Context: an optimization exercise on an open-source flow, tuned for small area, a short achievable clock period and few clock cycles per item. The choices shown serve that exercise and are no tape-out recipe.
RTL that was checked went through simulation tests only; none was proved equivalent to the original.

==> build 9: inputs <==
## aes_top
module aes_top (
    input          clk,
    input          rst_n,
    input          start,
    input  [127:0] plaintext,
    input  [127:0] cipher_key,
    output [127:0] ciphertext,
    output         done
);
export LEC_CHECK = 0
export ABC_AREA = 0
export CAP_MARGIN = 20
export CORE_MARGIN = 2
export CORE_UTILIZATION = 40
export SETUP_SLACK_MARGIN = 0.5
export SLEW_MARGIN = 20
export SYNTH_HIERARCHICAL = 1
export SYNTH_MINIMUM_KEEP_SIZE = 0
create_clock -name core_clock -period 7.0 [get_ports {clk}]
standard.sh (not shown) runs the stock make flow with config.mk's settings and CLKGATE_MAP_FILE= SYNTH_SCRIPT=/design/flow/synth_recipe.tcl, a recipe that flattens the netlist after the stock synthesis.
==> flow/flow/run.sh <==
#!/bin/bash
# The standard layout (standard.sh), with smaller port buffers: every input
# and output port still gets its own buffer, but a buf_1 instead of the
# default clkdlybuf4s50_1.
set -euo pipefail
bash standard.sh "BUFFER_PORTS_ARGS=-buffer_cell sky130_fd_sc_hd__buf_1" finish > layout.log 2>&1
==> trial 1: changes against build 9 <==
==> flow/flow/run.sh (replaced) <==
#!/bin/bash
# The standard layout (standard.sh) with two changes:
#  - every input and output port gets a buf_1 as its port buffer instead of
#    the default clkdlybuf4s50_1;
#  - no timing repair at floorplan (REMOVE_ABC_BUFFERS=1): its wire-load
#    estimates are pessimistic; timing is repaired after placement instead.
set -euo pipefail
bash standard.sh "BUFFER_PORTS_ARGS=-buffer_cell sky130_fd_sc_hd__buf_1" \
  REMOVE_ABC_BUFFERS=1 finish > layout.log 2>&1
Settings changed: SETUP_SLACK_MARGIN 0.5 to 1.0.
==> qor summary <==
quantity                                                                     trial 1                  build 9
Outcome                                                      complete, no violations  complete, no violations
Multi-input gate share of the layout cell area                                 74.2%                    74.7%
Half-perimeter wire length of the detailed placement result           117000 microns           120000 microns
Number of instances resized during post-cts repair                                87                        6
Amount of wire on met2 after detailed routing                          63300 microns            61200 microns
Reg-to-reg critical path endpoint                                            k_q[70]                  r_q[76]
Share of final layout cell area taken by non-clock buffers                     8.19%                    7.13%
Reg2Reg Setup Slack                                                          1.17 ns                  0.75 ns
Per-cell via count in the routed design                                         4.91                     4.85
Ratio of final minimum period to clock period                                  83.3%                    89.3%
Crit-path max FO                                                                  12                       39
GPL Wtd Cong                                                                    1.00                     1.01
P&R area growth vs syn                                                         26.0%                    22.6%
Worst Path Buf+Inv                                                                 5                        3
Final hold slack                                                            0.587 ns                 0.579 ns
Count of inserted antenna diode cells                                              1                        8
WP depth                                                                          23                       18
Area taken by multi-input logic gates                                    34100 sq um              33400 sq um
Testbench counts of build 9, summed over its fixed seeds: cycles 5,632, blocks 512.
Testbench counts of trial 1, summed over its fixed seeds: cycles 5,632, blocks 512.

* * *

==> trial 35: inputs <==
Another version of the RTL of aes_top (not shown whole).
==> flow/design.v (excerpt) <==
module aes_top (
    input          clk,
    input          rst_n,
    input          start,
    input  [127:0] plaintext,
    input  [127:0] cipher_key,
    output [127:0] ciphertext,
    output         done
);
clock: 7.0 ns
lec_check: 0
abc_area: 0
cap_margin: 20
core_margin: 2
core_utilization: 40
cts_cluster_diameter: 80
cts_cluster_size: 40
place_density: 0.8
setup_slack_margin: 1.5
slew_margin: 20
synth_hierarchical: 1
synth_minimum_keep_size: 0
==> flow/flow/run.sh <==
#!/bin/bash
# The standard layout (standard.sh) with three changes:
#  - every input and output port gets a buf_1 as its port buffer instead of
#    the default clkdlybuf4s50_1;
#  - no timing repair at floorplan (REMOVE_ABC_BUFFERS=1): its wire-load
#    estimates are pessimistic; timing is repaired after placement instead;
#  - clock tree synthesis without dummy loads.
set -euo pipefail
bash standard.sh "BUFFER_PORTS_ARGS=-buffer_cell sky130_fd_sc_hd__buf_1" \
  REMOVE_ABC_BUFFERS=1 \
  "CTS_ARGS=-sink_clustering_enable -repair_clock_nets -sink_clustering_size 40 -sink_clustering_max_diameter 80 -dont_use_dummy_load" \
  finish > layout.log 2>&1
==> build 83 (differences from trial 35) <==
--- a/flow/design.v
+++ b/flow/design.v
@@ -6,61 +6,61 @@
   wire n17, n18, n19, n20, n21, n22, n23, n24, n25, n26, n27, n28, n29, n30, n31, n32;
   wire n33, n34, n35, n36, n37, n38, n39, n40, n41, n42, n43, n44, n45, n46, n47, n48;
   wire n49, n50, n51, n52, n53, n54, n55, n56, n57, n58, n59, n60, n61, n62, n63, n64;
   wire n65, n66, n67, n68, n69, n70, n71, n72, n73, n74, n75, n76, n77, n78, n79, n80;
   wire n81, n82, n83, n84, n85, n86, n87, n88, n89, n90, n91, n92, n93, n94, n95, n96;
   wire n97, n98, n99, n100, n101, n102, n103, n104, n105, n106, n107, n108, n109, n110, n111, n112;
   wire n113, n114, n115, n116, n117, n118, n119, n120, n121, n122, n123, n124, n125, n126, n127, n128;
   wire n129, n130, n131, n132, n133, n134, n135, n136, n137, n138, n139;
-  g_xnor2 un1 (.a(a[7]), .b(a[4]), .y(n1));
-  g_xnor2 un2 (.a(a[7]), .b(a[2]), .y(n2));
-  g_xnor2 un3 (.a(a[7]), .b(a[1]), .y(n3));
+  g_xor2 un1 (.a(a[7]), .b(a[4]), .y(n1));
+  g_xor2 un2 (.a(a[7]), .b(a[2]), .y(n2));
+  g_xor2 un3 (.a(a[7]), .b(a[1]), .y(n3));
   g_xor2 un4 (.a(a[4]), .b(a[2]), .y(n4));
   g_xor2 un5 (.a(a[3]), .b(a[1]), .y(n5));
   g_xor2 un6 (.a(n1), .b(n5), .y(n6));
   g_xor2 un7 (.a(a[6]), .b(a[5]), .y(n7));
   g_xnor2 un8 (.a(a[0]), .b(n6), .y(n8));
-  g_xor2 un9 (.a(a[0]), .b(n7), .y(n9));
+  g_xnor2 un9 (.a(a[0]), .b(n7), .y(n9));
   g_xor2 un10 (.a(n6), .b(n7), .y(n10));
   g_xor2 un11 (.a(a[6]), .b(a[2]), .y(n11));
   g_xor2 un12 (.a(a[5]), .b(a[2]), .y(n12));
   g_xor2 un13 (.a(n3), .b(n4), .y(n13));
-  g_xnor2 un14 (.a(n6), .b(n11), .y(n14));
-  g_xnor2 un15 (.a(n5), .b(n11), .y(n15));
-  g_xnor2 un16 (.a(n5), .b(n12), .y(n16));
-  g_xnor2 un17 (.a(n9), .b(n16), .y(n17));
+  g_xor2 un14 (.a(n6), .b(n11), .y(n14));
+  g_xor2 un15 (.a(n5), .b(n11), .y(n15));
+  g_xor2 un16 (.a(n5), .b(n12), .y(n16));
+  g_xor2 un17 (.a(n9), .b(n16), .y(n17));
   g_xor2 un18 (.a(a[4]), .b(a[0]), .y(n18));
-  g_xnor2 un19 (.a(n7), .b(n18), .y(n19));
-  g_xnor2 un20 (.a(n1), .b(n19), .y(n20));
+  g_xor2 un19 (.a(n7), .b(n18), .y(n19));
+  g_xor2 un20 (.a(n1), .b(n19), .y(n20));
   g_xor2 un21 (.a(a[1]), .b(a[0]), .y(n21));
-  g_xnor2 un22 (.a(n7), .b(n21), .y(n22));
-  g_xnor2 un23 (.a(n2), .b(n22), .y(n23));
+  g_xor2 un22 (.a(n7), .b(n21), .y(n22));
+  g_xor2 un23 (.a(n2), .b(n22), .y(n23));
   g_xor2 un24 (.a(n2), .b(n10), .y(n24));
   g_xor2 un25 (.a(n20), .b(n17), .y(n25));
   g_xor2 un26 (.a(n3), .b(n16), .y(n26));
-  g_xnor2 un27 (.a(n1), .b(n12), .y(n27));
-  g_nor2 un28 (.a(n13), .b(n6), .y(n28));
-  g_nor2 un29 (.a(n23), .b(n8), .y(n29));
-  g_xor2 un30 (.a(n14), .b(n28), .y(n30));
-  g_nor2 un31 (.a(n19), .b(a[0]), .y(n31));
+  g_xor2 un27 (.a(n1), .b(n12), .y(n27));
+  g_nand2 un28 (.a(n13), .b(n6), .y(n28));
+  g_nand2 un29 (.a(n23), .b(n8), .y(n29));
+  g_xnor2 un30 (.a(n14), .b(n28), .y(n30));
+  g_nand2b un31 (.a(n19), .b(a[0]), .y(n31));
   g_xor2 un32 (.a(n31), .b(n28), .y(n32));
-  g_nor2 un33 (.a(n3), .b(n16), .y(n33));
-  g_nor2 un34 (.a(n22), .b(n9), .y(n34));
-  g_xor2 un35 (.a(n26), .b(n33), .y(n35));
-  g_nor2 un36 (.a(n20), .b(n17), .y(n36));
+  g_nand2 un33 (.a(n3), .b(n16), .y(n33));
+  g_nand2 un34 (.a(n22), .b(n9), .y(n34));
+  g_xnor2 un35 (.a(n26), .b(n33), .y(n35));
+  g_nand2 un36 (.a(n20), .b(n17), .y(n36));
   g_xor2 un37 (.a(n36), .b(n33), .y(n37));
-  g_nor2 un38 (.a(n1), .b(n15), .y(n38));
+  g_nand2 un38 (.a(n1), .b(n15), .y(n38));
   g_nand2 un39 (.a(n4), .b(n27), .y(n39));
-  g_xnor2 un40 (.a(n39), .b(n38), .y(n40));
-  g_nor2 un41 (.a(n2), .b(n10), .y(n41));
+  g_xor2 un40 (.a(n39), .b(n38), .y(n40));
+  g_nand2 un41 (.a(n2), .b(n10), .y(n41));
   g_xor2 un42 (.a(n41), .b(n38), .y(n42));
-  g_xor2 un43 (.a(n30), .b(n29), .y(n43));
+  g_xnor2 un43 (.a(n30), .b(n29), .y(n43));
   g_xor2 un44 (.a(n32), .b(n24), .y(n44));
-  g_xor2 un45 (.a(n35), .b(n34), .y(n45));
+  g_xnor2 un45 (.a(n35), .b(n34), .y(n45));
   g_xor2 un46 (.a(n37), .b(n42), .y(n46));
   g_xor2 un47 (.a(n43), .b(n40), .y(n47));
   g_xor2 un48 (.a(n44), .b(n42), .y(n48));
   g_xor2 un49 (.a(n45), .b(n40), .y(n49));
   g_xor2 un50 (.a(n46), .b(n25), .y(n50));
   g_inv un51 (.a(n47), .y(n51));
   g_inv un52 (.a(n48), .y(n52));
   g_inv un53 (.a(n49), .y(n53));
@@ -97,54 +97,54 @@
   g_nor2 un84 (.a(n82), .b(n83), .y(n84));
   g_nand2 un85 (.a(n51), .b(n54), .y(n85));
   g_nand3 un86 (.a(n47), .b(n48), .c(n49), .y(n86));
   g_nand3 un87 (.a(n85), .b(n58), .c(n86), .y(n87));
   g_nand2 un88 (.a(n52), .b(n53), .y(n88));
   g_nand3 un89 (.a(n47), .b(n49), .c(n50), .y(n89));
   g_nand3 un90 (.a(n64), .b(n88), .c(n89), .y(n90));
   g_nand4 un91 (.a(n56), .b(n74), .c(n67), .d(n76), .y(n91));
-  g_nor2 un92 (.a(n90), .b(n6), .y(n92));
-  g_nor2 un93 (.a(n72), .b(n8), .y(n93));
+  g_nand2b un92 (.a(n6), .b(n90), .y(n92));
+  g_nand2b un93 (.a(n8), .b(n72), .y(n93));
   g_nor2 un94 (.a(n68), .b(a[0]), .y(n94));
-  g_nor2 un95 (.a(n87), .b(n16), .y(n95));
-  g_nor2 un96 (.a(n63), .b(n9), .y(n96));
-  g_nor2 un97 (.a(n59), .b(n17), .y(n97));
-  g_nor2 un98 (.a(n84), .b(n15), .y(n98));
+  g_nand2b un95 (.a(n16), .b(n87), .y(n95));
+  g_nand2b un96 (.a(n9), .b(n63), .y(n96));
+  g_nand2b un97 (.a(n17), .b(n59), .y(n97));
+  g_nand2b un98 (.a(n15), .b(n84), .y(n98));
   g_nand2 un99 (.a(n91), .b(n27), .y(n99));
-  g_nor2 un100 (.a(n79), .b(n10), .y(n100));
-  g_nor2 un101 (.a(n90), .b(n13), .y(n101));
-  g_nor2 un102 (.a(n72), .b(n23), .y(n102));
-  g_nor2 un103 (.a(n68), .b(n19), .y(n103));
-  g_nor2 un104 (.a(n87), .b(n3), .y(n104));
-  g_nor2 un105 (.a(n63), .b(n22), .y(n105));
-  g_nor2 un106 (.a(n59), .b(n20), .y(n106));
-  g_nor2 un107 (.a(n84), .b(n1), .y(n107));
+  g_nand2b un100 (.a(n10), .b(n79), .y(n100));
+  g_nand2b un101 (.a(n13), .b(n90), .y(n101));
+  g_nand2b un102 (.a(n23), .b(n72), .y(n102));
+  g_nand2b un103 (.a(n19), .b(n68), .y(n103));
+  g_nand2b un104 (.a(n3), .b(n87), .y(n104));
+  g_nand2b un105 (.a(n22), .b(n63), .y(n105));
+  g_nand2b un106 (.a(n20), .b(n59), .y(n106));
+  g_nand2b un107 (.a(n1), .b(n84), .y(n107));
   g_nand2 un108 (.a(n91), .b(n4), .y(n108));
-  g_nor2 un109 (.a(n79), .b(n2), .y(n109));
-  g_xnor2 un110 (.a(n107), .b(n108), .y(n110));
+  g_nand2b un109 (.a(n2), .b(n79), .y(n109));
+  g_xor2 un110 (.a(n107), .b(n108), .y(n110));
   g_xor2 un111 (.a(n96), .b(n102), .y(n111));
-  g_xor2 un112 (.a(n92), .b(n94), .y(n112));
+  g_xnor2 un112 (.a(n92), .b(n94), .y(n112));
   g_xor2 un113 (.a(n93), .b(n101), .y(n113));
   g_xor2 un114 (.a(n100), .b(n104), .y(n114));
   g_xor2 un115 (.a(n95), .b(n107), .y(n115));
   g_xnor2 un116 (.a(n108), .b(n115), .y(n116));
-  g_xor2 un117 (.a(n92), .b(n113), .y(n117));
+  g_xnor2 un117 (.a(n92), .b(n113), .y(n117));
   g_xor2 un118 (.a(n97), .b(n105), .y(n118));
-  g_xnor2 un119 (.a(n98), .b(n99), .y(n119));
+  g_xor2 un119 (.a(n98), .b(n99), .y(n119));
   g_xnor2 un120 (.a(n99), .b(n114), .y(n120));
-  g_xor2 un121 (.a(n106), .b(n112), .y(n121));
-  g_xor2 un122 (.a(n94), .b(n97), .y(n122));
-  g_xor2 un123 (.a(n96), .b(n110), .y(n123));
+  g_xnor2 un121 (.a(n106), .b(n112), .y(n121));
+  g_xnor2 un122 (.a(n94), .b(n97), .y(n122));
+  g_xnor2 un123 (.a(n96), .b(n110), .y(n123));
   g_xor2 un124 (.a(n98), .b(n107), .y(n124));
-  g_xor2 un125 (.a(n101), .b(n111), .y(n125));
-  g_xor2 un126 (.a(n102), .b(n110), .y(n126));
-  g_xor2 un127 (.a(n103), .b(n111), .y(n127));
-  g_xor2 un128 (.a(n104), .b(n118), .y(n128));
-  g_xor2 un129 (.a(n109), .b(n114), .y(n129));
+  g_xnor2 un125 (.a(n101), .b(n111), .y(n125));
+  g_xnor2 un126 (.a(n102), .b(n110), .y(n126));
+  g_xnor2 un127 (.a(n103), .b(n111), .y(n127));
+  g_xnor2 un128 (.a(n104), .b(n118), .y(n128));
+  g_xnor2 un129 (.a(n109), .b(n114), .y(n129));
   g_xor2 un130 (.a(n110), .b(n111), .y(n130));
   g_xor2 un131 (.a(n111), .b(n117), .y(n131));
   g_xor2 un132 (.a(n113), .b(n122), .y(n132));
   g_xor2 un133 (.a(n128), .b(n112), .y(n133));
   g_xor2 un134 (.a(n125), .b(n119), .y(n134));
   g_xor2 un135 (.a(n116), .b(n120), .y(n135));
   g_xor2 un136 (.a(n117), .b(n119), .y(n136));
   g_xor2 un137 (.a(n118), .b(n120), .y(n137));
==> flow/flow/run.sh (replaced) <==
#!/bin/bash
# The standard layout (standard.sh) with two changes:
#  - every input and output port gets a buf_1 as its port buffer instead of
#    the default clkdlybuf4s50_1;
#  - no timing repair at floorplan (REMOVE_ABC_BUFFERS=1): its wire-load
#    estimates are pessimistic; timing is repaired after placement instead.
set -euo pipefail
bash standard.sh "BUFFER_PORTS_ARGS=-buffer_cell sky130_fd_sc_hd__buf_1" \
  REMOVE_ABC_BUFFERS=1 finish > layout.log 2>&1
==> flow/config.mk (replaced) <==
export PLATFORM = sky130hd
export DESIGN_NAME = aes_top
export DESIGN_NICKNAME = aes_top
export VERILOG_FILES = /design/flow/design.v
export SDC_FILE = /design/flow/constraint.sdc
export NUM_CORES = 8
export LEC_CHECK = 0
export ABC_AREA = 0
export CAP_MARGIN = 20
export CORE_MARGIN = 2
export CORE_UTILIZATION = 40
export SETUP_SLACK_MARGIN = 1.75
export SLEW_MARGIN = 20
export SYNTH_HIERARCHICAL = 1
export SYNTH_MINIMUM_KEEP_SIZE = 0
==> out/results.txt <==
status = complete, no violations
synth unique cells = 19
final hold slack = 0.5769 ns
Final period util = 78.67%
first-pass GRT wire length = 206600 um
met1 Use GR = 38.24%
buffering overhead = 6.682%
Netlist Area Pre-Place = 37600 sq um
vias in the first global route = 32470
That was trial 35.
==> out/results.txt <==
first-pass GRT wire length = 210700 um
status = complete, no violations
final hold slack = 0.5701 ns
met1 Use GR = 39.25%
Netlist Area Pre-Place = 38400 sq um
vias in the first global route = 32490
Final period util = 73.97%
That was build 83.
Testbench counts of trial 35, summed over its fixed seeds: cycles 5,632, blocks 512.
For build 83, only the layout was checked, not whether the RTL still works.

afterwards: timing with drivers on the ports:
No port has a modelled driver above. Below, the same layouts with a new extraction and two added sets of constraints. Step 1, drivers: a clkbuf_16 drives clk and a buf_2 each remaining input, both assumed. Step 2, shift: input delay + t, output delay - t, t = (earliest + latest rising clock arrival at the registers) / 2. This alone moves slack from input paths to output paths. a / b / c = ideal / step 1 / step 2; a / b = the first two.
run | t (ns) | slack for setup (ns) | worst setup path at the end | clock arrival spread, ns | pins driven straight from the clock port
build 9 | 0.627 | 0.746 / 0.746 / 0.288 | input to register | 0.033 / 0.033 | 1
trial 1 | 0.631 | 1.168 / 1.168 / 0.628 | input to register | 0.034 / 0.034 | 1
trial 35 | 0.627 | 1.493 / 1.493 / 1.007 | input to register | 0.083 / 0.083 | 1
build 83 | 0.618 | 1.822 / 1.822 / 1.270 | input to register | 0.025 / 0.026 | 1
After both steps setup and hold are still met in every run listed. The setup slack of build 83, which loses most, moves by 0.000 ns with the drivers and by -0.552 ns with both steps.
